What follows belongs to an exercise in optimizing a design on an open flow for small area, a short achievable clock period and few clock cycles per item; a production flow would make more cautious choices. RTL that was checked went through simulation tests only; none was proved equivalent to the original.

==> inputs of run a <==
==> flow/design.v (excerpt) <==
module part_2_TOP (input clk, rst, start, input [1:0] MOD, input [15:0] Xbus,
                   output Ready, output [17:0] RBUS);
==> module part_2_TOP, before the edit <==
module part_2_TOP (input clk, rst, start, input [1:0] MOD, input [15:0] Xbus,
                   output Ready, output [17:0] RBUS);
    reg        busy;       
    reg        ph;         
    reg        pend;       
    reg [1:0]  mr;         
    reg [2:0]  k;          
    reg [15:0] D;          
    reg [15:0] U;          
    reg [17:0] acc;        
    wire [15:0] t0 = Xbus - {15'd0, Xbus > 16'h8000} - {15'd0, Xbus != 16'd0};
    wire [31:0] prod = D * U;
    wire [15:0] pm = prod[31:16];
    reg [2:0] last;
    always @(*) begin
        case (mr)
            2'd0: last = 3'd6;
            2'd1: last = 3'd6;
            2'd2: last = 3'd5;
            default: last = 3'd7;
        endcase
    end
    wire [2:0] kn = k + 3'd1;
    reg [15:0] cn;
    always @(*) begin
        case ({mr == 2'd3, kn})
            {1'b0, 3'd2}: cn = 16'h5555;
            {1'b0, 3'd3}: cn = 16'h4000;
            {1'b0, 3'd4}: cn = 16'h3333;
            {1'b0, 3'd5}: cn = 16'h2AAA;
            {1'b0, 3'd6}: cn = 16'h2492;
            {1'b0, 3'd7}: cn = 16'h2000;
            {1'b1, 3'd2}: cn = 16'hAAAA;
            {1'b1, 3'd3}: cn = 16'hC000;
            {1'b1, 3'd4}: cn = 16'hCCCC;
            {1'b1, 3'd5}: cn = 16'hD555;
            {1'b1, 3'd6}: cn = 16'hD999;
            {1'b1, 3'd7}: cn = 16'hE000;
            default:      cn = 16'h0000;
        endcase
    end
    reg inc, neg;
    always @(*) begin
        case (mr)
            2'd0: begin inc = (k != 3'd7); neg = 1'b0;  end    
            2'd1: begin inc = ~k[0];       neg = k[1];  end    
            2'd2: begin inc = k[0];        neg = ~k[1]; end    
            default: begin inc = 1'b1;     neg = k[0];  end    
        endcase
    end
    wire [17:0] addend = (pend & inc) ? (neg ? -{2'b00, U} : {2'b00, U}) : 18'd0;
    wire [17:0] sum = acc + addend;
    assign RBUS  = sum;
    assign Ready = ~busy;
    always @(posedge clk or posedge rst) begin
        if (rst) begin
            busy <= 1'b0;
            ph   <= 1'b0;
            pend <= 1'b0;
            mr   <= 2'd0;
            k    <= 3'd0;
        end else if (!busy) begin
            if (start) begin
                busy <= 1'b1;
                ph   <= 1'b1;
                pend <= 1'b0;
                mr   <= MOD;
                k    <= 3'd1;
            end else
                pend <= 1'b0;
        end else if (ph) begin
            ph   <= 1'b0;
            pend <= 1'b1;
            if (k == last)
                busy <= 1'b0;
        end else begin
            ph   <= 1'b1;
            pend <= 1'b0;
            k    <= kn;
        end
    end
    always @(posedge clk) begin
        if (!busy) begin
            if (start) begin
                U <= {1'b0, t0[15:1]};
                D <= Xbus;
                case (MOD)
                    2'd0: acc <= {2'b01, t0};
                    2'd2: acc <= 18'h10000;
                    default: acc <= {2'b00, t0};
                endcase
            end else
                acc <= sum;
        end else begin
            U <= pm;
            if (ph) begin
                D <= cn;
            end else begin
                D <= Xbus;
                acc <= sum;
            end
        end
    end
endmodule
==> flow/config.mk <==
export PLATFORM = sky130hd
export DESIGN_NAME = part_2_TOP
export DESIGN_NICKNAME = part_2_TOP
export VERILOG_FILES = /design/flow/design.v
export SDC_FILE = /design/flow/constraint.sdc
export NUM_CORES = 4
export LEC_CHECK = 0
export CAP_MARGIN = 20
export CORE_MARGIN = 2
export CORE_UTILIZATION = 40
export PLACE_DENSITY = 0.6
export SLEW_MARGIN = 20
==> flow/constraint.sdc <==
create_clock -name core_clock -period 10.0 [get_ports {clk}]
set_input_delay 2.0000 -clock core_clock [delete_from_list [all_inputs] [get_ports {clk}]]
set_output_delay 2.0000 -clock core_clock [all_outputs]
set_load 0.01 [all_outputs]
run.sh (not shown) runs the stock make flow with config.mk's settings and CLKGATE_MAP_FILE= SYNTH_SCRIPT=/design/flow/synth_recipe.tcl, a recipe that flattens the netlist after the stock synthesis.
==> run b: changes against run a <==
--- a/flow/design.v
+++ b/flow/design.v
@@ -11,4 +11,4 @@
     wire [15:0] t0 = Xbus - {15'd0, Xbus > 16'h8000} - {15'd0, Xbus != 16'd0};
-    wire [31:0] prod = D * U;
-    wire [15:0] pm = prod[31:16];
+    wire [15:0] pm;
+    mul16hi mu (.a(U), .b(D), .y(pm));
     reg [2:0] last;
@@ -61,20 +61,19 @@
             k    <= 3'd0;
-        end else if (!busy) begin
-            if (start) begin
-                busy <= 1'b1;
-                ph   <= 1'b1;
-                pend <= 1'b0;
-                mr   <= MOD;
-                k    <= 3'd1;
-            end else
-                pend <= 1'b0;
-        end else if (ph) begin
-            ph   <= 1'b0;
-            pend <= 1'b1;
-            if (k == last)
-                busy <= 1'b0;
         end else begin
-            ph   <= 1'b1;
-            pend <= 1'b0;
-            k    <= kn;
+            pend <= busy & ph;
+            if (!busy) begin
+                if (start) begin
+                    busy <= 1'b1;
+                    ph   <= 1'b1;
+                    mr   <= MOD;
+                    k    <= 3'd1;
+                end
+            end else if (ph) begin
+                ph <= 1'b0;
+                if (k == last)
+                    busy <= 1'b0;
+            end else begin
+                ph <= 1'b1;
+                k  <= kn;
+            end
         end
@@ -82,23 +81,36 @@
     always @(posedge clk) begin
-        if (!busy) begin
-            if (start) begin
-                U <= {1'b0, t0[15:1]};
-                D <= Xbus;
-                case (MOD)
-                    2'd0: acc <= {2'b01, t0};
-                    2'd2: acc <= 18'h10000;
-                    default: acc <= {2'b00, t0};
-                endcase
-            end else
-                acc <= sum;
-        end else begin
-            U <= pm;
-            if (ph) begin
-                D <= cn;
-            end else begin
-                D <= Xbus;
-                acc <= sum;
-            end
-        end
+        U <= busy ? pm : {1'b0, t0[15:1]};
+        D <= (busy & ph) ? cn : Xbus;
+        if (!busy & start) begin
+            case (MOD)
+                2'd0: acc <= {2'b01, t0};
+                2'd2: acc <= 18'h10000;
+                default: acc <= {2'b00, t0};
+            endcase
+        end else
+            acc <= sum;
     end
 endmodule
+module mul16hi (input [15:0] a, input [15:0] b, output [15:0] y);
+    wire [17:0] bb = {1'b0, b, 1'b0};
+    wire [31:0] rows [0:8];
+    genvar j;
+    generate
+        for (j = 0; j < 8; j = j + 1) begin : g
+            wire [2:0] r = bb[2*j+2:2*j];
+            wire one = r[0] ^ r[1];
+            wire two = (r == 3'b011) | (r == 3'b100);
+            wire neg = r[2];
+            wire [16:0] m = ({17{one}} & {1'b0, a}) | ({17{two}} & {a, 1'b0});
+            wire [16:0] p = m ^ {17{neg}};
+            wire [31:0] pr = {14'd0, ~neg, p} << (2*j);
+            if (j == 0) assign rows[0] = pr;
+            else        assign rows[j] = pr | ({31'd0, g[j-1].neg} << (2*j-2));
+        end
+    endgenerate
+    assign rows[8] = {b[15] ? a : 16'd0, 1'b0, g[7].neg, 14'd0};
+    localparam [31:0] K = 32'h5556_0000;
+    wire [31:0] s = rows[0] + rows[1] + rows[2] + rows[3] + rows[4] + rows[5]
+                  + rows[6] + rows[7] + rows[8] + K;
+    assign y = s[31:16];
+endmodule
==> results.py <==
metrics = {
    "status": {
        "status": "no timing/DRC/antenna violations",
    },
    "setup_path": {
        "path_delay_family": "compound AO/OA/AOI/OAI gates",
        "cp.arrival_ns": 8.62,
    },
    "finish": {
        "fin_area_mm2": 0.0113,
        "layout.nonclk_buf_frac": 0.0512,
        "fin_cells": 1542,
        "drive_gt1_frac": 0.0512,
    },
    "timing": {
        "slew_headroom": 0.290,
    },
    "yosys": {
        "yosys-top-cells-count": "xnor2_1 (146), ha_1 (126), inv_1 (121)",
        "syn_area_mm2": 0.0104,
    },
    "routing": {
        "avgViaCountPerCell": 5.61,
    },
}
Source of the figures above: run b

==> results.py <==
metrics = {
    "finish": {
        "layout.nonclk_buf_frac": 0.0341,
        "buffers": 48,
        "fin_cells": 1803,
        "drive_gt1_frac": 0.0306,
        "fin_area_mm2": 0.0134,
    },
    "yosys": {
        "yosys-top-cells-count": "inv_1 (256), nand2_1 (198), fa_1 (195)",
        "syn_area_mm2": 0.0124,
    },
    "timing": {
        "slew_headroom": 0.334,
    },
    "status": {
        "status": "no timing/DRC/antenna violations",
    },
    "routing": {
        "avgViaCountPerCell": 5.25,
    },
    "place": {
        "post-place-ws_ns": 3.27,
    },
    "setup_path": {
        "path_cells": "or4_1 -> or3_1 -> o31ai_1 -> xor2_1 -> nor2_1 -> ha_1 -> a21o_1 -> a21oi_1 -> o21ai_0 -> a21o_1 -> a31oi_1 -> xnor2_1 -> clkdlybuf4s50_1",
    },
}
Source of the figures above: run a

Testbench counts of run a, summed over its fixed seeds: cycles 15,422, items 1,280.
The RTL of run b was laid out without a check of its function.

-- re-timing with driven ports --
In the flow no input, the clock included, has a driving cell. The finished layouts below were timed again as built, in two steps.
Step 1 (the two cells are an assumption about what drives the block):
set clk [get_ports {clk}]
set_driving_cell -lib_cell sky130_fd_sc_hd__clkbuf_16 $clk
set_driving_cell -lib_cell sky130_fd_sc_hd__buf_2 [delete_from_list [all_inputs] $clk]
Step 2 also shifts input and output timing later by t, the mid clock arrival at the registers, as if the neighbouring blocks saw the same clock.
Three values: no drivers, after step 1, after step 2; two values: the first two.
| run | shift t [ns] | setup slack, ns | worst setup path after step 2 | clock arrival spread, ns |
|---|---|---|---|---|
| run a | 0.369 | 3.214 / 3.178 / 3.221 | register to register | 0.007 / 0.008 |
| run b | 0.362 | 1.554 / 1.554 / 1.554 | register to register | 0.008 / 0.009 |
After both steps setup and hold are still met in every run listed.
